What follows belongs to an exercise in optimizing a design on an open flow for small area; a production flow would make more cautious choices.
In this exercise RTL edits were held to simulation tests only and were not proved equivalent to the original.
No run shown here takes its clock network from TritonCTS; it comes from the design's own scripts or RTL.
No driver is modelled on the clock port, so clock power and skew are understated where the tree is cut down; a real chip needs a root buffer or a tree.
Power figures rest on the tool's default switching activity, not on a simulated workload.

==> design.v <==
module SPI_slave (
	input		i_clk,
	input		i_reset_n,	 
	input		i_cs,
	input		i_s_clk,
	output		o_rise,		 
	output		o_cs_active
);
reg r_sclk_prev;
always @(posedge i_clk) begin
	if (~i_reset_n)
		r_sclk_prev <= 1'b0;
	else
		r_sclk_prev <= i_s_clk;
end
assign o_cs_active = ~i_cs;
assign o_rise = ~i_cs & i_s_clk & ~r_sclk_prev;
endmodule
`default_nettype none
module pulse_gen (
	input 	i_clk,			 
	input 	i_reset,		 
	input 	i_spi_clk,		 
	input 	i_spi_nCS,		 
	input 	i_spi_mosi,		 
	input 	start_nstop,	 
	output 	o_led,			 
	output	o_activity		 
);
wire w_rise, w_cs_active;
SPI_slave my_spi (
	.i_clk (i_clk),
	.i_reset_n (i_reset),
	.i_cs (i_spi_nCS),
	.i_s_clk (i_spi_clk),
	.o_rise (w_rise),
	.o_cs_active (w_cs_active)
);
reg [63:0] r_conf;
reg        r_armed;			 
reg        r_act;			 
reg        r_ph;			 
reg        r_led;
reg [39:0] r_cnt;
wire w_got = r_cnt[6];
wire w_shift     = w_rise & ~r_armed & ~w_got;
wire w_byte_done = w_shift & (r_cnt[2:0] == 3'b111);
always @(posedge i_clk) begin
	if (w_shift)
		r_conf[7:0] <= {r_conf[6:0], i_spi_mosi};
	if (w_byte_done && r_cnt[5:3] != 3'b111)
		r_conf[63:8] <= {r_conf[55:8], r_conf[6:0], i_spi_mosi};
end
wire [7:0] w_carry;
assign w_carry[0] = r_armed ? r_act : (w_got | w_rise);
genvar i;
generate
	for (i = 0; i < 7; i = i + 1) begin : g_inc_lo
		assign w_carry[i+1] = w_carry[i] & r_cnt[i];
	end
endgenerate
wire [40:7] w_carry_hi;
assign w_carry_hi[7] = r_act & (&r_cnt[6:0]);
generate
	for (i = 7; i < 40; i = i + 1) begin : g_inc_hi
		assign w_carry_hi[i+1] = w_carry_hi[i] & r_cnt[i];
	end
endgenerate
wire w_end = w_carry_hi[40];	 
wire [39:0] w_target = r_ph ? r_conf[39:0] : {16'b0, r_conf[63:40]};
wire w_load = r_armed & ~r_act;
wire w_clr  = ~r_armed & ~w_got & ~w_cs_active;	 
always @(posedge i_clk) begin
	if (~i_reset)
		r_cnt[6:0] <= 7'b0;
	else if (w_load)
		r_cnt[6:0] <= ~w_target[6:0];
	else begin
		r_cnt[6:3] <= r_cnt[6:3] ^ w_carry[6:3];
		r_cnt[2:0] <= w_clr ? 3'b000 : r_cnt[2:0] ^ w_carry[2:0];
	end
end
always @(posedge i_clk) begin
	if (w_load)
		r_cnt[39:7] <= ~w_target[39:7];
	else
		r_cnt[39:7] <= r_cnt[39:7] ^ w_carry_hi[39:7];
end
always @(posedge i_clk) begin
	if (~i_reset) begin
		r_armed <= 1'b0;
		r_act <= 1'b0;
		r_ph <= 1'b0;
		r_led <= 1'b0;
	end
	else begin
		if (~r_armed & w_got & (r_cnt[2:0] == 3'b100))
			r_armed <= 1'b1;
		if (r_act) begin
			r_led <= r_ph & start_nstop;
			r_act <= start_nstop & ~w_end;
		end
		else begin
			r_led <= r_led & start_nstop;
			if (r_armed & start_nstop) begin
				r_act <= 1'b1;
				r_ph <= ~r_ph;
			end
		end
	end
end
assign o_led = r_led;
assign o_activity = start_nstop;
endmodule
==> flow/run.sh <==
#!/bin/bash
# Standard ORFS layout with two changes:
#  - ports are buffered with sky130_fd_sc_hd__buf_1 instead of the default pick;
#  - the clock tree is built by flow/pre_cts.tcl (CLK_NBUF leaf buffers of type
#    CLK_BUF, each driving one cluster of flip-flops, fed by the clock port)
#    in place of TritonCTS. The rest of cts.tcl (legalisation, timing repair)
#    runs as usual.
set -euo pipefail
here=$(pwd)
export BUFFER_PORTS_ARGS="-buffer_cell sky130_fd_sc_hd__buf_1"
export PRE_CTS_TCL="$here/flow/pre_cts.tcl"
export CLK_NBUF=4
export CLK_BUF=sky130_fd_sc_hd__clkbuf_16
bash standard.sh finish > "$here/standard_flow.log" 2>&1
==> flow/pre_cts.tcl <==
rename clock_tree_synthesis orig_clock_tree_synthesis
proc clock_tree_synthesis {args} {
  set nbuf $::env(CLK_NBUF)
  set bufcell $::env(CLK_BUF)
  set block [ord::get_db_block]
  set dbu [$block getDbUnitsPerMicron]
  set net [$block findNet i_clk]
  set pins {}
  set xs {}
  set ys {}
  foreach it [$net getITerms] {
    set inst [$it getInst]
    set bb [$inst getBBox]
    lappend pins "[$inst getName]/[[$it getMTerm] getName]"
    lappend xs [expr {([$bb xMin] + [$bb xMax]) / 2.0 / $dbu}]
    lappend ys [expr {([$bb yMin] + [$bb yMax]) / 2.0 / $dbu}]
  }
  set n [llength $pins]
  puts "manual CTS: $n sinks, $nbuf x $bufcell"
  # k-means, deterministic start: sinks sorted by x then spread
  set order [lsort -integer -indices [lmap x $xs {expr {int($x*1000)}}]]
  set cx {}; set cy {}
  for {set k 0} {$k < $nbuf} {incr k} {
    set i [lindex $order [expr {int(($k + 0.5) * $n / $nbuf)}]]
    lappend cx [lindex $xs $i]; lappend cy [lindex $ys $i]
  }
  for {set iter 0} {$iter < 50} {incr iter} {
    set assign {}
    for {set i 0} {$i < $n} {incr i} {
      set best 0; set bd 1e18
      for {set k 0} {$k < $nbuf} {incr k} {
        set d [expr {pow([lindex $xs $i]-[lindex $cx $k],2) + pow([lindex $ys $i]-[lindex $cy $k],2)}]
        if {$d < $bd} {set bd $d; set best $k}
      }
      lappend assign $best
    }
    set ncx {}; set ncy {}
    for {set k 0} {$k < $nbuf} {incr k} {
      set sx 0; set sy 0; set c 0
      for {set i 0} {$i < $n} {incr i} {
        if {[lindex $assign $i] == $k} {set sx [expr {$sx+[lindex $xs $i]}]; set sy [expr {$sy+[lindex $ys $i]}]; incr c}
      }
      if {$c > 0} {lappend ncx [expr {$sx/$c}]; lappend ncy [expr {$sy/$c}]} else {lappend ncx [lindex $cx $k]; lappend ncy [lindex $cy $k]}
    }
    set cx $ncx; set cy $ncy
  }
  for {set k 0} {$k < $nbuf} {incr k} {
    set lp {}
    for {set i 0} {$i < $n} {incr i} {
      if {[lindex $assign $i] == $k} {lappend lp [get_pins [lindex $pins $i]]}
    }
    puts "manual CTS: buffer $k at [lindex $cx $k] [lindex $cy $k] drives [llength $lp] sinks"
    set r [insert_buffer -buffer_cell $bufcell -net i_clk -load_pins $lp \
      -location [list [lindex $cx $k] [lindex $cy $k]] \
      -buffer_name clkbuf_leaf_$k -net_name clknet_leaf_$k]
    set bi [$block findInst [get_full_name $r]]
    if {$bi == "NULL"} { error "manual CTS: buffer clkbuf_leaf_$k not found" }
    [[$bi findITerm X] getNet] setSigType CLOCK
  }
  [$block findNet i_clk] setSigType CLOCK
  set_propagated_clock [all_clocks]
}
==> standard.sh <==
#!/bin/bash
# synth_recipe.tcl (not shown) runs the flow's synth.tcl, then flattens the netlist and writes it again
# the make line also repeats each setting of config.mk as NAME=value (left out here)
make -C /OpenROAD-flow-scripts/flow DESIGN_CONFIG=/design/flow/config.mk WORK_HOME=/design/flow/orfs CLKGATE_MAP_FILE= SYNTH_SCRIPT=/design/flow/synth_recipe.tcl "${@:-finish}"
==> config.mk <==
export PLATFORM = sky130hd
export DESIGN_NAME = pulse_gen
export DESIGN_NICKNAME = pulse_gen
export VERILOG_FILES = /design/flow/design.v
export SDC_FILE = /design/flow/constraint.sdc
export NUM_CORES = 4
export LEC_CHECK = 0
export ABC_AREA = 1
export CAP_MARGIN = 20
export CORE_MARGIN = 2
export CORE_UTILIZATION = 60
export SLEW_MARGIN = 20
==> constraint.sdc <==
create_clock -name core_clock -period 10.0 [get_ports {i_clk}]
set_input_delay 2.0000 -clock core_clock [delete_from_list [all_inputs] [get_ports {i_clk}]]
set_output_delay 2.0000 -clock core_clock [all_outputs]
set_load 0.01 [all_outputs]
==> run notes, run 1 <==
status no timing/DRC/antenna violations; Post-DP HPWL 4630 µm; drt pass-1 iters 4; Req. time, crit path 10.09 ns; Post-CTS Resized 0; total of warnings raised by yosys 2; Die Y 88.3 µm; Reg2Reg Setup Slack 2.90 ns; post-synth top area share 0.450; Flop pwr share 0.712; Detail Route Antenna Nets 0; Avg Cell Area, Syn 11.9 µm²; most frequent cell after synthesis nand2_1; CP arrival 7.18 ns; Finished Core Util 0.649; worst-margin pin slew 0.711 ns; minimum hold slack 0.448 ns; DR WL/cell 15.4 µm; DR DRC count 0; Synth area leaders edfxtp_1 45%, dfxtp_1 21%, ha_1 11%, nand2_1 7.8%, nand3_1 3.0%; Final Hold Fails 0; latest clock arrival within the worst-skew pair 0.17 ns; vias per cell 5.35; Comb power frac 0.029; Final Total Pwr 0.000685 W; I/O Buffers 7; pin count of the biggest net entering global routing 57; EDFF count, synth 64; Fillers 572; DIE AREA 7800 µm²; clock transition at the registers of the reported paths 0.10 ns; PwrDens 154 nW/µm²; Post-synth top cells 89 x nand2_1, 64 x edfxtp_1, 45 x dfxtp_1; CP Capture Type register; FF-to-FF path depth 38; final worst path period share 0.710; Core Rows 30; min Tclk post-route 7.10 ns; net switching power 0.000119 W; slowest CP cell dfxtp_1; Final Setup Violations 0; reg2reg start r_cnt[2]; Final Max Slew Viols 0; fmax 141 MHz; asr flop ratio synth 0; Worst Skew 0.0134 ns; ys flop type edfxtp_1; Worst slew margin 0.525; Total GRT Usage 0.185; final instance area 4430 µm²; CP Launch Type register; total of max-cap violations 0; maximum vdd drop 0.000118 V; # Post-CTS Setup Buffers 0; Pint 0.000566 W; static leakage 1.82 nW; Initial Utilization 0.625; max incr delay on CP 0.34 ns; #FFs+latches synth 109; Synth cell types 20; nets 405; Final Wtd Congestion 0.770; diodes inserted 0; crit path kind reg -> reg; Die Wd 88.3 µm; Synth-to-Final Area Change 3.90%; cell area after synthesis 4270 µm²; Worst Hold Endpoint r_conf[20]; dpl cell area 4330 µm²; RSZ-0062 raised after global routing no; syn_nets 405; leading area contributor after synthesis edfxtp_1; reg2reg end r_act; clock share of power 0.260; IO Count 8; part of the Yosys area used for sequential elements 0.661; Cells on Worst Hold Path 0; number of global-route vias before repair 2,245; Min-Delay Path Class reg -> reg; critical path peak fanout 3; total gr overflow 0; global-route wire length before repair 11,200 µm; CTS Hold Bufs 0; core area 6830 µm²; Worst Min Path Start r_conf[12]; DR iter-0 viols 154; Fin Setup TNS 0 ns; DRT Wirelength 6980 µm; via count 2,430; antenna violations before repair 0; sw frac 0.173; most used cell, CP ha_1; Mapped Cells 360; layout cells sized above 1 0.0363
power groups by stage:
stage	clock network [W]	logic, W	registers [W]
final	0.000178	0.0000197	0.000487
after global placement	0	0.0000197	0.000498
after CTS	0.000181	0.0000203	0.000488
after global routing	0.000197	0.0000239	0.000489
after detailed placement	0	0.0000204	0.000498
after floorplan	0	0.0000161	0.000496
per-stage QoR:
stage	std cells	setup slack, ns
finish	454	2.90
global route	454	2.53
CTS	454	2.83
detailed placement	450	2.88
global placement	450	3.01
floorplan	360	3.32
worst max-delay path by stage:
stage	end	start
after floorplan	r_act	r_cnt[2]
after global placement	r_act	r_cnt[2]
after detailed placement	r_act	r_cnt[2]
after CTS	r_act	r_cnt[2]
after global routing	r_act	r_cnt[2]
final	r_act	r_cnt[2]
flip-flops by register name, indices dropped and copies added, names as in the netlist:
name and cells:
my_spi.r_sclk_prev 1, r_ph 1, r_armed 1, r_act 1, r_conf 64, r_led 1, r_cnt 40
routing by layer:
metal,track usage,up-vias,wire [µm],part of all wire
li1,-,1237,-,-
met1,0.267,1162,3290,0.47
met2,0.327,26,3460,0.50
met3,0.00840,5,144,0.021
met4,0.0179,0,85,0.012
met5,0,-,0,0
cell type report, without the clock buffers:
class | instances | area, µm² | share of cell area
Tap cell | 96 | 120 | 0.0271
Timing Repair Buffer | 10 | 48.8 | 0.0110
Sequential cell | 109 | 2820 | 0.637
Inverter | 11 | 41.3 | 0.00931
Multi-Input combinational cell | 224 | 1300 | 0.293
critical path: cells and delay by family, from the launching register on:
family                     cells  cell delay [ns]
and+or+nand+nor                4             0.61
AOI/OAI and AO/OA              1             0.12
DFF                            1             0.34
adders and majority gates     33             5.98
placed cells by master, fill, tap and decap left out, drive strengths merged:
cell type and count:
a21oi 11, nor2 33, inv 11, ha 39, buf 10, dfxtp 45
nor3 3, edfxtp 64, or2 1, a211oi 1, clkbuf 4, nand3 26
nand2 89, a31oi 16, o21ai 4, and3 1
logic make-up after synthesis:
family,count (synthesis),synth area share
AOI/OAI and AO/OA,32,0.0428
adders and majority gates,39,0.114
buffers and inverters,27,0.0355
DFF,109,0.661
and+or+nand+nor,153,0.146
==> run 2, diff against run 1 <==
==> flow/run.sh (replaced) <==
#!/bin/bash
# Standard ORFS layout with two changes:
#  - ports are buffered with sky130_fd_sc_hd__buf_1 instead of the default pick;
#  - the clock tree is built by flow/pre_cts.tcl in place of TritonCTS: the
#    clock port drives one root inverter (CLK_ROOT), which drives CLK_NBUF leaf
#    inverters (CLK_LEAF), each driving one cluster of flip-flops. The rest of
#    cts.tcl (legalisation, timing repair) runs as usual.
set -euo pipefail
here=$(pwd)
export BUFFER_PORTS_ARGS="-buffer_cell sky130_fd_sc_hd__buf_1"
export PRE_CTS_TCL="$here/flow/pre_cts.tcl"
export CLK_NBUF=3
export CLK_ROOT=sky130_fd_sc_hd__inv_4
export CLK_LEAF=sky130_fd_sc_hd__inv_16
bash standard.sh finish > "$here/standard_flow.log" 2>&1
==> flow/pre_cts.tcl (replaced) <==
# Replaces TritonCTS with a small balanced clock tree: the clock port drives
# one root inverter (CLK_ROOT), which drives CLK_NBUF leaf inverters
# (CLK_LEAF), each driving one cluster of flip-flops (k-means on their placed
# positions) from its centroid. Two inversions: the flip-flops see i_clk.
rename clock_tree_synthesis orig_clock_tree_synthesis
proc clock_tree_synthesis {args} {
  set nbuf $::env(CLK_NBUF)
  set db [ord::get_db]
  set block [ord::get_db_block]
  set dbu [$block getDbUnitsPerMicron]
  set net [$block findNet i_clk]
  set its {}
  set xs {}
  set ys {}
  foreach it [$net getITerms] {
    set inst [$it getInst]
    set bb [$inst getBBox]
    lappend its $it
    lappend xs [expr {([$bb xMin] + [$bb xMax]) / 2.0 / $dbu}]
    lappend ys [expr {([$bb yMin] + [$bb yMax]) / 2.0 / $dbu}]
  }
  set n [llength $its]
  puts "manual CTS: $n sinks, root $::env(CLK_ROOT), $nbuf x $::env(CLK_LEAF)"
  set order [lsort -integer -indices [lmap x $xs {expr {int($x*1000)}}]]
  set cx {}; set cy {}
  for {set k 0} {$k < $nbuf} {incr k} {
    set i [lindex $order [expr {int(($k + 0.5) * $n / $nbuf)}]]
    lappend cx [lindex $xs $i]; lappend cy [lindex $ys $i]
  }
  for {set iter 0} {$iter < 50} {incr iter} {
    set assign {}
    for {set i 0} {$i < $n} {incr i} {
      set best 0; set bd 1e18
      for {set k 0} {$k < $nbuf} {incr k} {
        set d [expr {pow([lindex $xs $i]-[lindex $cx $k],2) + pow([lindex $ys $i]-[lindex $cy $k],2)}]
        if {$d < $bd} {set bd $d; set best $k}
      }
      lappend assign $best
    }
    set ncx {}; set ncy {}
    for {set k 0} {$k < $nbuf} {incr k} {
      set sx 0; set sy 0; set c 0
      for {set i 0} {$i < $n} {incr i} {
        if {[lindex $assign $i] == $k} {set sx [expr {$sx+[lindex $xs $i]}]; set sy [expr {$sy+[lindex $ys $i]}]; incr c}
      }
      if {$c > 0} {lappend ncx [expr {$sx/$c}]; lappend ncy [expr {$sy/$c}]} else {lappend ncx [lindex $cx $k]; lappend ncy [lindex $cy $k]}
    }
    set cx $ncx; set cy $ncy
  }
  set mroot [$db findMaster $::env(CLK_ROOT)]
  set mleaf [$db findMaster $::env(CLK_LEAF)]
  set root [odb::dbInst_create $block $mroot clkinv_root]
  set rnet [odb::dbNet_create $block clknet_root]
  $rnet setSigType CLOCK
  [$root findITerm A] connect $net
  [$root findITerm Y] connect $rnet
  set mx 0; set my 0
  for {set k 0} {$k < $nbuf} {incr k} { set mx [expr {$mx + [lindex $cx $k]/$nbuf}]; set my [expr {$my + [lindex $cy $k]/$nbuf}] }
  $root setLocation [expr {int($mx*$dbu)}] [expr {int($my*$dbu)}]
  $root setPlacementStatus PLACED
  for {set k 0} {$k < $nbuf} {incr k} {
    set leaf [odb::dbInst_create $block $mleaf clkinv_leaf_$k]
    set lnet [odb::dbNet_create $block clknet_leaf_$k]
    $lnet setSigType CLOCK
    [$leaf findITerm A] connect $rnet
    [$leaf findITerm Y] connect $lnet
    $leaf setLocation [expr {int([lindex $cx $k]*$dbu)}] [expr {int([lindex $cy $k]*$dbu)}]
    $leaf setPlacementStatus PLACED
    set c 0
    for {set i 0} {$i < $n} {incr i} {
      if {[lindex $assign $i] == $k} {
        set it [lindex $its $i]
        $it disconnect
        $it connect $lnet
        incr c
      }
    }
    puts "manual CTS: leaf $k at [lindex $cx $k] [lindex $cy $k] drives $c sinks"
  }
  $net setSigType CLOCK
  set_propagated_clock [all_clocks]
}
==> run notes, run 2 <==
DR DRC count 0 (unchanged); CP arrival 7.26 ns (was 7.18 ns); Pint 0.000514 W (was 0.000566 W); Detail Route Antenna Nets 0 (unchanged); Post-CTS Resized 0 (unchanged); Worst Skew 0.0135 ns (was 0.0134 ns); net switching power 0.000159 W (was 0.000119 W); # Post-CTS Setup Buffers 0 (unchanged); #FFs+latches synth 109 (unchanged); diodes inserted 0 (unchanged); Final Hold Fails 0 (unchanged); via count 2,447 (was 2,430); min Tclk post-route 7.08 ns (was 7.10 ns); cell area after synthesis 4270 µm² (unchanged); Total GRT Usage 0.186 (was 0.185); part of the Yosys area used for sequential elements 0.661 (unchanged); asr flop ratio synth 0 (unchanged); pin count of the biggest net entering global routing 57 (unchanged); global-route wire length before repair 11,300 µm (was 11,200 µm); DIE AREA 7800 µm² (unchanged); Final Setup Violations 0 (unchanged); number of global-route vias before repair 2,278 (was 2,245); nets 405 (unchanged); Most Crowded Layer GR met2 (unchanged); Worst slew margin 0.520 (was 0.525); Comb power frac 0.029 (about the same); Min-Delay Path Class reg -> reg (unchanged); crit path kind reg -> reg (unchanged); ys flop type edfxtp_1 (unchanged); Core Rows 30 (unchanged); critical path peak fanout 3 (unchanged); Flop pwr share 0.725 (was 0.712); leading area contributor after synthesis edfxtp_1 (unchanged); RSZ-0062 raised after global routing no (unchanged); CP Capture Type register (unchanged); post-synth top area share 0.450 (unchanged); Final Total Pwr 0.000673 W (was 0.000685 W); FF-to-FF path depth 38 (unchanged); Post-synth top cells 89 x nand2_1, 64 x edfxtp_1, 45 x dfxtp_1 (unchanged); max reg flops 64 (unchanged); I/O Buffers 7 (unchanged); most used cell, CP ha_1 (unchanged); reg2reg start r_cnt[2] (unchanged); commonest non-fill, non-tap cell in the layout nand2_1 (unchanged); Synth area leaders edfxtp_1 45%, dfxtp_1 21%, ha_1 11%, nand2_1 7.8%, nand3_1 3.0% (unchanged); Final Wtd Congestion 0.770 (unchanged); Top reg by flops r_conf (unchanged); sw frac 0.236 (was 0.173); Critical path destination r_act (unchanged); DR iter-0 viols 139 (was 154); PwrDens 153 nW/µm² (was 154 nW/µm²); Initial Utilization 0.625 (unchanged); maximum vdd drop 0.0000890 V (was 0.000118 V); crit path launch r_cnt[2] (unchanged); status no timing/DRC/antenna violations (unchanged); total of max-cap violations 0 (unchanged); Mapped Cells 360 (unchanged); total of warnings raised by yosys 2 (unchanged); Finished Core Util 0.644 (was 0.649); GR Util met1 0.269 (was 0.267); max incr delay on CP 0.34 ns (about the same); dpl cell area 4330 µm² (unchanged); slowest CP cell dfxtp_1 (unchanged); Synth cell types 20 (unchanged); final instance area 4400 µm² (was 4430 µm²); DR WL/cell 15.3 µm (was 15.4 µm); fmax 141 MHz (about the same); drt pass-1 iters 4 (unchanged); final worst path period share 0.708 (was 0.710); Avg Cell Area, Syn 11.9 µm² (unchanged); CTS Hold Bufs 0 (unchanged); syn_nets 405 (unchanged); layout cells sized above 1 0.0363 (unchanged); vias per cell 5.39 (was 5.35); largest registers r_conf: 64 flops, r_cnt: 40 flops (unchanged); Global Route met3 Usage 0.0112 (was 0.00840); Multi-input gate area 1300 µm² (unchanged); Synth-to-Final Area Change 3.11% (was 3.90%); IO Count 8 (unchanged); antenna violations before repair 0 (unchanged); CP Launch Type register (unchanged); Final Max Slew Viols 0 (unchanged); most frequent cell after synthesis nand2_1 (unchanged); Post-DP HPWL 4630 µm (unchanged); clock transition at the registers of the reported paths 0.11 ns (was 0.10 ns); GRT met2 Usage 0.327 (unchanged); Fillers 573 (was 572); most frequent cells in the layout 89 x nand2_1, 64 x edfxtp_1, 45 x dfxtp_1, 39 x ha_1, 31 x nor2_1 (unchanged); static leakage 1.80 nW (was 1.82 nW); reg2reg end r_act (unchanged); latest clock arrival within the worst-skew pair 0.26 ns (was 0.17 ns); EDFF count, synth 64 (unchanged); DRT Wirelength 6930 µm (was 6980 µm); Req. time, crit path 10.18 ns (was 10.09 ns); Die Y 88.3 µm (unchanged); worst-margin pin slew 0.718 ns (was 0.711 ns); FF+latch area 2820 µm² (unchanged); total gr overflow 0 (unchanged); clock share of power 0.246 (was 0.260); core area 6830 µm² (unchanged); Fin Setup TNS 0 ns (unchanged); Die Wd 88.3 µm (unchanged); Reg2Reg Setup Slack 2.92 ns (was 2.90 ns)
==> run 2: area by class of cell <==
| class | instances | share of cell area |
|---|---|---|
| timing repair buffer | 10 | 0.0111 |
| sequential | 109 | 0.641 |
| inverter | 15 | 0.0245 |
| multi-input combinational | 224 | 0.296 |
| tap | 96 | 0.0273 |
==> run 2: critical path: cells and delay by family, from the launching register on <==
family                   cells  cell delay (ns)
flip-flops                   1             0.34
AO/OA/AOI/OAI                1             0.12
adder cells (fa/ha/maj)     33             5.97
AND/OR/NAND/NOR              4             0.61
==> run 2: worst min path at each step <==
stage / startpoint / endpoint / slack [ns] / cells past startpoint
after floorplan: r_conf[8] / r_conf[16] / 0.43 / 0
after global placement: r_conf[51] / r_conf[59] / 0.43 / 0
after detailed placement: r_conf[50] / r_conf[58] / 0.43 / 0
after CTS: r_conf[51] / r_conf[59] / 0.45 / 0
after global routing: r_conf[51] / r_conf[59] / 0.47 / 0
final: r_conf[12] / r_conf[20] / 0.45 / 0
==> run 2: cell families after synthesis <==
group | synth area share
buffers and inverters | 0.0355
adders and majority gates | 0.114
and+or+nand+nor | 0.146
AOI/OAI and AO/OA | 0.0428
DFF | 0.661
==> run 2: power groups by stage <==
stage | clock network [W] | logic, W | registers, W
after floorplan | 0 | 0.0000161 | 0.000496
after global placement | 0 | 0.0000197 | 0.000498
after detailed placement | 0 | 0.0000204 | 0.000498
after CTS | 0.000172 | 0.0000203 | 0.000488
after global routing | 0.000184 | 0.0000239 | 0.000489
final | 0.000165 | 0.0000197 | 0.000488
==> run 2: metrics by stage <==
stage               instances  hold WS [ns]  setup WS, ns
finish                    454         0.454          2.92
floorplan                 360         0.427          3.32
detailed placement        450         0.435          2.88
global route              454         0.467          2.54
CTS                       454         0.454          2.85
global placement          450         0.430          3.01
==> run 2: metal layers <==
layer,vias to the layer above,part of all wire
li1,1240,-
met1,1174,0.48
met2,27,0.49
met3,6,0.021
met4,0,0.010
met5,-,0
==> run 3, diff against run 2 <==
--- a/design.v
+++ b/design.v
@@ -52,20 +52,13 @@
 		r_conf[63:8] <= {r_conf[55:8], r_conf[6:0], i_spi_mosi};
 end
-wire [7:0] w_carry;
+wire [40:0] w_carry;
 assign w_carry[0] = r_armed ? r_act : (w_got | w_rise);
 genvar i;
 generate
-	for (i = 0; i < 7; i = i + 1) begin : g_inc_lo
+	for (i = 0; i < 40; i = i + 1) begin : g_inc
 		assign w_carry[i+1] = w_carry[i] & r_cnt[i];
 	end
 endgenerate
-wire [40:7] w_carry_hi;
-assign w_carry_hi[7] = r_act & (&r_cnt[6:0]);
-generate
-	for (i = 7; i < 40; i = i + 1) begin : g_inc_hi
-		assign w_carry_hi[i+1] = w_carry_hi[i] & r_cnt[i];
-	end
-endgenerate
-wire w_end = w_carry_hi[40];	 
+wire w_end = w_carry[40];	 
 wire [39:0] w_target = r_ph ? r_conf[39:0] : {16'b0, r_conf[63:40]};
 wire w_load = r_armed & ~r_act;
@@ -85,5 +78,5 @@
 		r_cnt[39:7] <= ~w_target[39:7];
 	else
-		r_cnt[39:7] <= r_cnt[39:7] ^ w_carry_hi[39:7];
+		r_cnt[39:7] <= r_cnt[39:7] ^ w_carry[39:7];
 end
 always @(posedge i_clk) begin
--- a/flow/run.sh
+++ b/flow/run.sh
@@ -10,6 +10,6 @@
 export BUFFER_PORTS_ARGS="-buffer_cell sky130_fd_sc_hd__buf_1"
 export PRE_CTS_TCL="$here/flow/pre_cts.tcl"
-export CLK_NBUF=3
+export CLK_NBUF=4
 export CLK_ROOT=sky130_fd_sc_hd__inv_4
-export CLK_LEAF=sky130_fd_sc_hd__inv_16
+export CLK_LEAF=sky130_fd_sc_hd__inv_12
 bash standard.sh finish > "$here/standard_flow.log" 2>&1
==> run notes, run 3 <==
crit path launch i_spi_nCS (was r_cnt[2]); Multi-input gate area 1290 µm² (was 1300 µm²); Core Rows 30 (unchanged); Flop pwr share 0.718 (was 0.725); Post-CTS Resized 0 (unchanged); FF-to-FF path depth 45 (was 38); drt pass-1 iters 4 (unchanged); CTS Hold Bufs 0 (unchanged); FF+latch area 2820 µm² (unchanged); Mapped Cells 352 (was 360); Detail Route Antenna Nets 0 (unchanged); maximum vdd drop 0.0000882 V (was 0.0000890 V); final worst path period share 0.952 (was 0.708); I/O Buffers 7 (unchanged); antenna violations before repair 0 (unchanged); Min-Delay Path Class reg -> reg (unchanged); Initial Utilization 0.620 (was 0.625); Worst Skew 0.0122 ns (was 0.0135 ns); most frequent cell after synthesis nand2_1 (unchanged); Synth cell types 18 (was 20); most frequent cells in the layout 83 x nand2_1, 64 x edfxtp_1, 45 x dfxtp_1, 34 x ha_1, 32 x nor2_1 (was 89 x nand2_1, 64 x edfxtp_1, 45 x dfxtp_1, 39 x ha_1, 31 x nor2_1); total of warnings raised by yosys 2 (unchanged); crit path kind in -> reg (was reg -> reg); Top reg by flops r_conf (unchanged); pin count of the biggest net entering global routing 43 (was 57); DRT Wirelength 7110 µm (was 6930 µm); EDFF count, synth 64 (unchanged); latest clock arrival within the worst-skew pair 0.26 ns (about the same); fmax 105 MHz (was 141 MHz); slowest CP cell ha_1 (was dfxtp_1); part of the Yosys area used for sequential elements 0.670 (was 0.661); asr flop ratio synth 0 (unchanged); critical path peak fanout 2 (was 3); reg2reg start r_armed (was r_cnt[2]); Reg2Reg Setup Slack 1.79 ns (was 2.92 ns); sw frac 0.240 (was 0.236); DR WL/cell 15.8 µm (was 15.3 µm); DR DRC count 0 (unchanged); core area 6790 µm² (was 6830 µm²); Post-DP HPWL 4880 µm (was 4630 µm); Synth area leaders edfxtp_1 46%, dfxtp_1 21%, ha_1 12%, nand2_1 7.4%, a21oi_1 3.1% (was edfxtp_1 45%, dfxtp_1 21%, ha_1 11%, nand2_1 7.8%, nand3_1 3.0%); Post-synth top cells 83 x nand2_1, 64 x edfxtp_1, 45 x dfxtp_1 (was 89 x nand2_1, 64 x edfxtp_1, 45 x dfxtp_1); vias per cell 5.30 (was 5.39); nets 401 (was 405); Final Wtd Congestion 0.786 (was 0.770); status no timing/DRC/antenna violations (unchanged); clock transition at the registers of the reported paths 0.10 ns (was 0.11 ns); Final Setup Violations 0 (unchanged); #FFs+latches synth 109 (unchanged); RSZ-0062 raised after global routing no (unchanged); Total GRT Usage 0.198 (was 0.186); clock share of power 0.243 (was 0.246); CP Launch Type input port (was register); max reg flops 64 (unchanged); max incr delay on CP 0.27 ns (was 0.34 ns); Comb power frac 0.040 (was 0.029); layout cells sized above 1 0.0482 (was 0.0363); Die Y 87.8 µm (was 88.3 µm); CP Capture Type register (unchanged); total gr overflow 0 (unchanged); Worst slew margin 0.384 (was 0.520); IO Count 8 (unchanged); total of max-cap violations 0 (unchanged); most used cell, CP ha_1 (unchanged); Final Max Slew Viols 0 (unchanged); Fillers 540 (was 573); worst-margin pin slew 0.923 ns (was 0.718 ns); Final Total Pwr 0.000691 W (was 0.000673 W); cell area after synthesis 4220 µm² (was 4270 µm²); largest registers r_conf: 64 flops, r_cnt: 40 flops (unchanged); global-route wire length before repair 11,700 µm (was 11,300 µm); DR iter-0 viols 163 (was 139); static leakage 1.77 nW (was 1.80 nW); syn_nets 398 (was 405); CP arrival 9.66 ns (was 7.26 ns); Synth-to-Final Area Change 4.10% (was 3.11%); via count 2,380 (was 2,447); commonest non-fill, non-tap cell in the layout nand2_1 (unchanged); post-synth top area share 0.456 (was 0.450); leading area contributor after synthesis edfxtp_1 (unchanged); Pint 0.000525 W (was 0.000514 W); Req. time, crit path 10.14 ns (was 10.18 ns); net switching power 0.000166 W (was 0.000159 W); PwrDens 157 nW/µm² (was 153 nW/µm²); # Post-CTS Setup Buffers 0 (unchanged); diodes inserted 0 (unchanged); Die Wd 87.8 µm (was 88.3 µm); reg2reg end r_cnt[39] (was r_act); DIE AREA 7710 µm² (was 7800 µm²); number of global-route vias before repair 2,338 (was 2,278); Critical path destination r_cnt[39] (was r_act); Avg Cell Area, Syn 12.0 µm² (was 11.9 µm²); Final Hold Fails 0 (unchanged); min Tclk post-route 9.52 ns (was 7.08 ns); Finished Core Util 0.646 (was 0.644); ys flop type edfxtp_1 (unchanged)
## run 3: per-layer routing
metal | vias up | global-route usage | part of all wire
li1 | 1209 | - | -
met1 | 1125 | 0.294 | 0.48
met2 | 36 | 0.333 | 0.47
met3 | 10 | 0.0113 | 0.028
met4 | 0 | 0.0280 | 0.018
met5 | - | 0 | 0
## run 3: worst min path at each step
stage / depth (start not counted) / slack [ns] / end / start
global placement: 0 / 0.43 / r_conf[56] / r_conf[48]
finish: 0 / 0.46 / r_conf[57] / r_conf[49]
global route: 0 / 0.47 / r_conf[62] / r_conf[54]
floorplan: 1 / 0.42 / r_cnt[27] / r_conf[27]
detailed placement: 0 / 0.43 / r_conf[57] / r_conf[49]
CTS: 0 / 0.46 / r_conf[57] / r_conf[49]
## run 3: cells by family (layout without fill, tap and decap cells)
kind of cell,count (synthesis),after routing,synth area share
simple gates,147,147,0.143
flops,109,109,0.670
fa+ha+maj,40,40,0.119
compound gates,33,33,0.0398
buf+inv,23,24,0.0285
## run 3: worst max-delay path, delay by kind of cell
family / cells / cell delay [ns]
compound gates: 2 / 0.10
simple gates: 3 / 0.19
buf+inv: 1 / 0.10
fa+ha+maj: 40 / 7.28
## run 3: area by class of cell
| type | instances | area share |
|---|---|---|
| sequential | 109 | 0.643 |
| multi-input combinational | 220 | 0.295 |
| tap | 96 | 0.0274 |
| inverter | 15 | 0.0248 |
| timing repair buffer | 9 | 0.00941 |
## run 3: metrics by stage
step | std cells | setup slack, ns | TNS [ns] | area, µm² | hold WS (ns)
global route | 449 | 0.0291 | 0 | 4390 | 0.474
detailed placement | 444 | -0.0298 | -0.0298 | 4300 | 0.432
CTS | 449 | 0.247 | 0 | 4370 | 0.457
floorplan | 352 | 0.661 | 0 | 4220 | 0.424
finish | 449 | 0.479 | 0 | 4390 | 0.459
global placement | 444 | 0.0978 | 0 | 4300 | 0.432
## run 3: power groups by stage
stage / Combinational [W] / Clock [W] / Sequential, W
floorplan: 0.0000226 / 0 / 0.000504
global placement: 0.0000265 / 0 / 0.000506
detailed placement: 0.0000278 / 0 / 0.000506
CTS: 0.0000281 / 0.000174 / 0.000496
global route: 0.0000345 / 0.000187 / 0.000498
finish: 0.0000276 / 0.000168 / 0.000496
==> run 4, diff against run 3 <==
--- a/flow/run.sh
+++ b/flow/run.sh
@@ -10,6 +10,6 @@
 export BUFFER_PORTS_ARGS="-buffer_cell sky130_fd_sc_hd__buf_1"
 export PRE_CTS_TCL="$here/flow/pre_cts.tcl"
-export CLK_NBUF=4
+export CLK_NBUF=3
 export CLK_ROOT=sky130_fd_sc_hd__inv_4
-export CLK_LEAF=sky130_fd_sc_hd__inv_12
+export CLK_LEAF=sky130_fd_sc_hd__inv_16
 bash standard.sh finish > "$here/standard_flow.log" 2>&1
--- a/config.mk
+++ b/config.mk
@@ -9,4 +9,4 @@
 export CAP_MARGIN = 20
 export CORE_MARGIN = 2
-export CORE_UTILIZATION = 60
+export CORE_UTILIZATION = 75
 export SLEW_MARGIN = 20
==> run notes, run 4 <==
status no timing/DRC/antenna violations (unchanged); largest registers r_conf: 64 flops, r_cnt: 40 flops (unchanged); CP arrival 9.71 ns (was 9.66 ns); EDFF count, synth 64 (unchanged); Die Y 79.0 µm (was 87.8 µm); Worst Skew 0.0157 ns (was 0.0122 ns); RSZ-0062 raised after global routing no (unchanged); post-synthesis mux area share 0 (unchanged); largest family of logic cells by synthesized area simple AND/OR/NAND/NOR gates (unchanged); simple-gate area share of the yosys netlist 0.143 (unchanged); critical path peak fanout 2 (unchanged); post-synth top area share 0.456 (unchanged); DRT Wirelength 7470 µm (was 7110 µm); Detail Route Antenna Nets 0 (unchanged); CP Launch Type input port (unchanged); reg2reg start r_armed (unchanged); core area 5470 µm² (was 6790 µm²); min Tclk post-route 9.59 ns (was 9.52 ns); total gr overflow 0 (unchanged); Final Hold Fails 0 (unchanged); crit path kind in -> reg (unchanged); Post-CTS Resized 0 (unchanged); layout cells sized above 1 0.0426 (was 0.0482); clock transition at the registers of the reported paths 0.10 ns (about the same); part of the Yosys area used for sequential elements 0.670 (unchanged); Worst Min Path Start r_conf[55] (was r_conf[49]); FF-to-FF path depth 46 (was 45); antenna violations before repair 0 (unchanged); post-synthesis adder-cell area fraction 0.119 (unchanged); Synth-to-Final Area Change 3.18% (was 4.10%); DR WL/cell 17.6 µm (was 15.8 µm); CP Capture Type register (unchanged); Req. time, crit path 10.13 ns (was 10.14 ns); setup ws final 0.415 ns (was 0.479 ns); drt pass-1 iters 4 (unchanged); most used cell, CP ha_1 (unchanged); I/O Buffers 7 (unchanged); Reg2Reg Setup Slack 1.24 ns (was 1.79 ns); Synth Area in XOR/XNOR 0 (unchanged); Core Rows 27 (was 30); Final Setup Violations 0 (unchanged); Final Total Pwr 0.000689 W (was 0.000691 W); syn_nets 398 (unchanged); DP Worst Slack 0.0207 ns (was -0.0298 ns); Worst Hold Endpoint r_conf[63] (was r_conf[57]); number of global-route vias before repair 2,423 (was 2,338); #FFs+latches synth 109 (unchanged); reg2reg end r_cnt[39] (unchanged); Post-synth top cells 83 x nand2_1, 64 x edfxtp_1, 45 x dfxtp_1 (unchanged); ys flop type edfxtp_1 (unchanged); leading area contributor after synthesis edfxtp_1 (unchanged); PwrDens 158 nW/µm² (was 157 nW/µm²); Min-Delay Path Class reg -> reg (unchanged); most frequent cell after synthesis nand2_1 (unchanged); CTS Hold Bufs 0 (unchanged); Avg Cell Area, Syn 12.0 µm² (unchanged); via count 2,447 (was 2,380); Finished Core Util 0.795 (was 0.646); Total GRT Usage 0.245 (was 0.198); Die Wd 79.0 µm (was 87.8 µm); diodes inserted 0 (unchanged); Mapped Cells 352 (unchanged); maximum vdd drop 0.000126 V (was 0.0000882 V); total of max-cap violations 0 (unchanged); Fin Setup TNS 0 ns (unchanged); Post-DP HPWL 5000 µm (was 4880 µm); global-route wire length before repair 11,900 µm (was 11,700 µm); slowest CP cell ha_1 (unchanged); Synth cell types 18 (unchanged); Synth Area in Compound Gates 0.0398 (unchanged); IO Count 8 (unchanged); Final Max Slew Viols 0 (unchanged); DIE AREA 6240 µm² (was 7710 µm²); Top reg by flops r_conf (unchanged); cell area after synthesis 4220 µm² (unchanged); fmax 104 MHz (was 105 MHz); Cells on Worst Hold Path 0 (unchanged); pin count of the biggest net entering global routing 57 (was 43); vias per cell 5.77 (was 5.30); static leakage 1.78 nW (was 1.77 nW); crit path launch i_spi_nCS (unchanged); asr flop ratio synth 0 (unchanged); total of warnings raised by yosys 2 (unchanged); max reg flops 64 (unchanged); commonest non-fill, non-tap cell in the layout nand2_1 (unchanged); worst-margin pin slew 0.925 ns (was 0.923 ns); DR iter-0 viols 248 (was 163); DR DRC count 0 (unchanged); nets 400 (was 401); Final Wtd Congestion 0.780 (was 0.786); max incr delay on CP 0.26 ns (was 0.27 ns); # Post-CTS Setup Buffers 0 (unchanged); Synth area leaders edfxtp_1 46%, dfxtp_1 21%, ha_1 12%, nand2_1 7.4%, a21oi_1 3.1% (unchanged); Initial Utilization 0.770 (was 0.620); final worst path period share 0.959 (was 0.952); Worst slew margin 0.382 (was 0.384); most frequent cells in the layout 83 x nand2_1, 64 x edfxtp_1, 45 x dfxtp_1, 37 x ha_1, 31 x nor2_1 (was 83 x nand2_1, 64 x edfxtp_1, 45 x dfxtp_1, 34 x ha_1, 32 x nor2_1); latest clock arrival within the worst-skew pair 0.26 ns (about the same)
## run 4: cell type report
class	instances	area (µm²)
well taps	72	90.1
multi-input cells	220	1290
inverters	14	104
fillers	342	1120
flip-flops and latches	109	2820
repair buffers	9	42.5
## run 4: worst max path at each step
stage                end
3_3_place_gp   r_cnt[39]
6_report       r_cnt[39]
4_1_cts        r_cnt[39]
2_1_floorplan  r_cnt[39]
5_1_grt        r_cnt[39]
3_5_place_dp   r_cnt[39]
## run 4: metal layers
metal  vias up  global-route usage  part of all wire
li1       1214                   -                 -
met1      1165               0.353              0.44
met2        59               0.431              0.51
met3         9              0.0182             0.038
met4         0              0.0293             0.014
met5         -                   0                 0
## run 4: metrics by stage
step	area, µm²	std cells	hold slack (ns)
floorplan	4220	352	0.424
global placement	4270	420	0.428
detailed placement	4270	420	0.437
CTS	4340	424	0.463
global route	4350	424	0.473
finish	4350	424	0.459
## run 4: power breakdown
group | total (W) | internal (W) | switching [W]
Sequential | 0.000496 | 0.000490 | 0.00000669
Clock | 0.000164 | 0.0000214 | 0.000142
Combinational | 0.0000292 | 0.0000134 | 0.0000158
Total | 0.000689 | 0.000524 | 0.000165
## run 4: cells by family (layout without fill, tap and decap cells)
kind of cell | Yosys count | count (layout)
AND/OR/NAND/NOR | 147 | 147
flip-flops | 109 | 109
AO/OA/AOI/OAI | 33 | 33
adder cells (fa/ha/maj) | 40 | 40
buffers and inverters | 23 | 23
## run 4: critical path, delay by kind of cell
family / cells / cell delay, ns
adder cells (fa/ha/maj): 40 / 7.34
buffers and inverters: 1 / 0.10
AND/OR/NAND/NOR: 3 / 0.17
AO/OA/AOI/OAI: 2 / 0.10
==> run 5, diff against run 4 <==
--- a/flow/run.sh
+++ b/flow/run.sh
@@ -4,5 +4,5 @@
 #  - the clock tree is built by flow/pre_cts.tcl in place of TritonCTS: the
 #    clock port drives one root inverter (CLK_ROOT), which drives CLK_NBUF leaf
-#    inverters (CLK_LEAF), each driving one cluster of flip-flops. The rest of
+#    inverters (CLK_LEAF), each driving one cluster of flip-flops (k-means, at most ceil(n/CLK_NBUF) each). The rest of
 #    cts.tcl (legalisation, timing repair) runs as usual.
 set -euo pipefail
--- a/flow/pre_cts.tcl
+++ b/flow/pre_cts.tcl
@@ -48,4 +48,36 @@
     set cx $ncx; set cy $ncy
   }
+  # rebalance: at most ceil(n/nbuf) sinks per leaf; sinks that gain the most
+  # from their nearest centre are placed first
+  set cap [expr {($n + $nbuf - 1) / $nbuf}]
+  set pref {}
+  for {set i 0} {$i < $n} {incr i} {
+    set ds {}
+    for {set k 0} {$k < $nbuf} {incr k} {
+      lappend ds [list $k [expr {sqrt(pow([lindex $xs $i]-[lindex $cx $k],2) + pow([lindex $ys $i]-[lindex $cy $k],2))}]]
+    }
+    set ds [lsort -real -index 1 $ds]
+    set regret [expr {[llength $ds] > 1 ? [lindex $ds 1 1] - [lindex $ds 0 1] : 0}]
+    lappend pref [list $i $regret [lmap d $ds {lindex $d 0}]]
+  }
+  set pref [lsort -real -decreasing -index 1 $pref]
+  set used [lrepeat $nbuf 0]
+  set assign [lrepeat $n 0]
+  foreach p $pref {
+    foreach k [lindex $p 2] {
+      if {[lindex $used $k] < $cap} {
+        lset assign [lindex $p 0] $k
+        lset used $k [expr {[lindex $used $k] + 1}]
+        break
+      }
+    }
+  }
+  for {set k 0} {$k < $nbuf} {incr k} {
+    set sx 0; set sy 0; set c 0
+    for {set i 0} {$i < $n} {incr i} {
+      if {[lindex $assign $i] == $k} {set sx [expr {$sx+[lindex $xs $i]}]; set sy [expr {$sy+[lindex $ys $i]}]; incr c}
+    }
+    if {$c > 0} {lset cx $k [expr {$sx/$c}]; lset cy $k [expr {$sy/$c}]}
+  }
   set mroot [$db findMaster $::env(CLK_ROOT)]
   set mleaf [$db findMaster $::env(CLK_LEAF)]
--- a/config.mk
+++ b/config.mk
@@ -9,4 +9,4 @@
 export CAP_MARGIN = 20
 export CORE_MARGIN = 2
-export CORE_UTILIZATION = 75
+export CORE_UTILIZATION = 65
 export SLEW_MARGIN = 20
==> run notes, run 5 <==
status no timing/DRC/antenna violations (unchanged); largest registers r_conf: 64 flops, r_cnt: 40 flops (unchanged); final worst path period share 0.957 (was 0.959); #FFs+latches synth 109 (unchanged); Synth-to-Final Area Change 3.18% (unchanged); Detail Route Antenna Nets 0 (unchanged); CP Capture Type register (unchanged); drt pass-1 iters 4 (unchanged); Post-CTS Resized 0 (unchanged); Total GRT Usage 0.207 (was 0.245); critical path peak fanout 2 (unchanged); fin cells 429 (was 424); asr flop ratio synth 0 (unchanged); # Post-CTS Setup Buffers 0 (unchanged); Worst Skew 0.00774 ns (was 0.0157 ns); DR DRC count 0 (unchanged); Fin Setup TNS 0 ns (unchanged); EDFF count, synth 64 (unchanged); DIE AREA 7150 µm² (was 6240 µm²); number of global-route vias before repair 2,249 (was 2,423); Worst slew margin 0.339 (was 0.382); antenna violations before repair 0 (unchanged); PwrDens 158 nW/µm² (about the same); Min-Delay Path Class reg -> reg (unchanged); max reg flops 64 (unchanged); min Tclk post-route 9.57 ns (was 9.59 ns); Fillers 494 (was 342); dpl cell area 4280 µm² (was 4270 µm²); via count 2,393 (was 2,447); Die Wd 84.5 µm (was 79.0 µm); commonest non-fill, non-tap cell in the layout nand2_1 (unchanged); Final Wtd Congestion 0.881 (was 0.780); crit path kind in -> reg (unchanged); fmax 105 MHz (was 104 MHz); CP arrival 9.70 ns (was 9.71 ns); Req. time, crit path 10.13 ns (about the same); minimum hold slack 0.458 ns (was 0.459 ns); total of warnings raised by yosys 2 (unchanged); CP Launch Type input port (unchanged); post-synth top area share 0.456 (unchanged); DR iter-0 viols 113 (was 248); DRT Wirelength 7160 µm (was 7470 µm); DR WL/cell 16.7 µm (was 17.6 µm); Avg Cell Area, Syn 12.0 µm² (unchanged); Final Max Slew Viols 0 (unchanged); Top reg by flops r_conf (unchanged); diodes inserted 0 (unchanged); IO Count 8 (unchanged); Final Hold Fails 0 (unchanged); total of max-cap violations 0 (unchanged); Final Setup Violations 0 (unchanged); pin count of the biggest net entering global routing 57 (unchanged); ys flop type edfxtp_1 (unchanged); Synth area leaders edfxtp_1 46%, dfxtp_1 21%, ha_1 12%, nand2_1 7.4%, a21oi_1 3.1% (unchanged); Post-DP HPWL 4850 µm (was 5000 µm); final instance area 4350 µm² (unchanged); leading area contributor after synthesis edfxtp_1 (unchanged); Synth cell types 18 (unchanged); slowest CP cell ha_1 (unchanged); global-route wire length before repair 11,600 µm (was 11,900 µm); most frequent cells in the layout 83 x nand2_1, 64 x edfxtp_1, 45 x dfxtp_1, 38 x ha_1, 32 x nor2_1 (was 83 x nand2_1, 64 x edfxtp_1, 45 x dfxtp_1, 37 x ha_1, 31 x nor2_1); I/O Buffers 7 (unchanged); maximum vdd drop 0.000125 V (was 0.000126 V); Finished Core Util 0.689 (was 0.795); Post-synth top cells 83 x nand2_1, 64 x edfxtp_1, 45 x dfxtp_1 (unchanged); clock transition at the registers of the reported paths 0.11 ns (was 0.10 ns); most frequent cell after synthesis nand2_1 (unchanged); RSZ-0062 raised after global routing no (unchanged); core area 6310 µm² (was 5470 µm²); syn_nets 398 (unchanged); Die Y 84.5 µm (was 79.0 µm); vias per cell 5.58 (was 5.77); latest clock arrival within the worst-skew pair 0.26 ns (about the same); static leakage 1.78 nW (about the same); layout cells sized above 1 0.0341 (was 0.0426); part of the Yosys area used for sequential elements 0.670 (unchanged); total gr overflow 0 (unchanged); max incr delay on CP 0.27 ns (was 0.26 ns); nets 400 (unchanged); worst-margin pin slew 0.990 ns (was 0.925 ns); Mapped Cells 352 (unchanged); Core Rows 29 (was 27); dpl cells 425 (was 420); CTS Hold Bufs 0 (unchanged); cell area after synthesis 4220 µm² (unchanged); Initial Utilization 0.668 (was 0.770); most used cell, CP ha_1 (unchanged)
[run 5: path summary, 6_finish.rpt]
path | from | endpoint | slack (ns) | cells past startpoint
max | i_spi_nCS | r_cnt[39] | 0.43 | 46
min | r_conf[55] | r_conf[63] | 0.46 | 0
max reg2reg | r_armed | r_cnt[39] | 1.71 | 45
min reg2reg | r_conf[55] | r_conf[63] | 0.46 | 0
[run 5: per-stage QoR]
step	worst slack (ns)	total power, W
after floorplan	0.661	0.000527
after global placement	0.147	0.000532
after detailed placement	0.0405	0.000535
after CTS	0.322	0.000695
after global routing	0.0226	0.000715
final	0.433	0.000688
[run 5: cell families after synthesis]
| family | count (synthesis) | share of synthesized area |
|---|---|---|
| flops | 109 | 0.670 |
| simple gates | 147 | 0.143 |
| buf+inv | 23 | 0.0285 |
| compound gates | 33 | 0.0398 |
| fa+ha+maj | 40 | 0.119 |
[run 5: power breakdown]
group          switching (W)  internal, W
logic              0.0000148    0.0000133
clock network       0.000142    0.0000214
registers         0.00000644     0.000490
[run 5: critical path: cells and delay by family]
family / cells / cell delay (ns)
fa+ha+maj: 40 / 7.28
compound gates: 2 / 0.11
simple gates: 3 / 0.22
buf+inv: 1 / 0.09
[run 5: layout make-up]
class / count / area (µm²) / share of cell area
inverter: 14 / 104 / 0.0239
tap: 77 / 96.3 / 0.0222
timing repair buffer: 9 / 41.3 / 0.00949
multi-input combinational: 220 / 1280 / 0.295
sequential: 109 / 2820 / 0.649
[run 5: layer usage]
layer,part of all wire,vias to the layer above,routed length [µm],track usage
li1,-,1204,-,-
met1,0.47,1144,3370,0.305
met2,0.47,35,3370,0.343
met3,0.036,10,256,0.0206
met4,0.023,0,165,0.0375
met5,0,-,0,0

-- port drivers added, routing unchanged --
In the flow no input, the clock included, has a driving cell. The finished layouts below were timed again as built, in two steps.
Step 1 (the two cells are an assumption about what drives the block):
set clk [get_ports {i_clk}]
set_driving_cell -lib_cell sky130_fd_sc_hd__clkbuf_16 $clk
set_driving_cell -lib_cell sky130_fd_sc_hd__buf_2 [delete_from_list [all_inputs] $clk]
Step 2 moves the port delays by t, midway between the first and last clock arrival at a register: inputs arrive t later, outputs are due t later. That takes back most of the time a late clock gives input paths.
Three values: ideal ports, drivers, drivers and shift; two values: the first two.
| run | shift t [ns] | setup slack, ns | clock arrival spread, ns |
|---|---|---|---|
| run 1 | 0.234 | 2.903 / 2.903 / 2.903 | 0.014 / 0.013 |
| run 2 | 0.283 | 2.916 / 2.916 / 2.916 | 0.015 / 0.015 |
| run 3 | 0.288 | 0.479 / 0.492 / 0.203 | 0.013 / 0.013 |
| run 4 | 0.284 | 0.415 / 0.428 / 0.144 | 0.015 / 0.016 |
| run 5 | 0.287 | 0.433 / 0.442 / 0.155 | 0.008 / 0.008 |
After both steps every run listed still meets setup and hold. The setup slack of run 5, which loses most, moves by +0.009 ns with the drivers and by -0.278 ns with both steps.
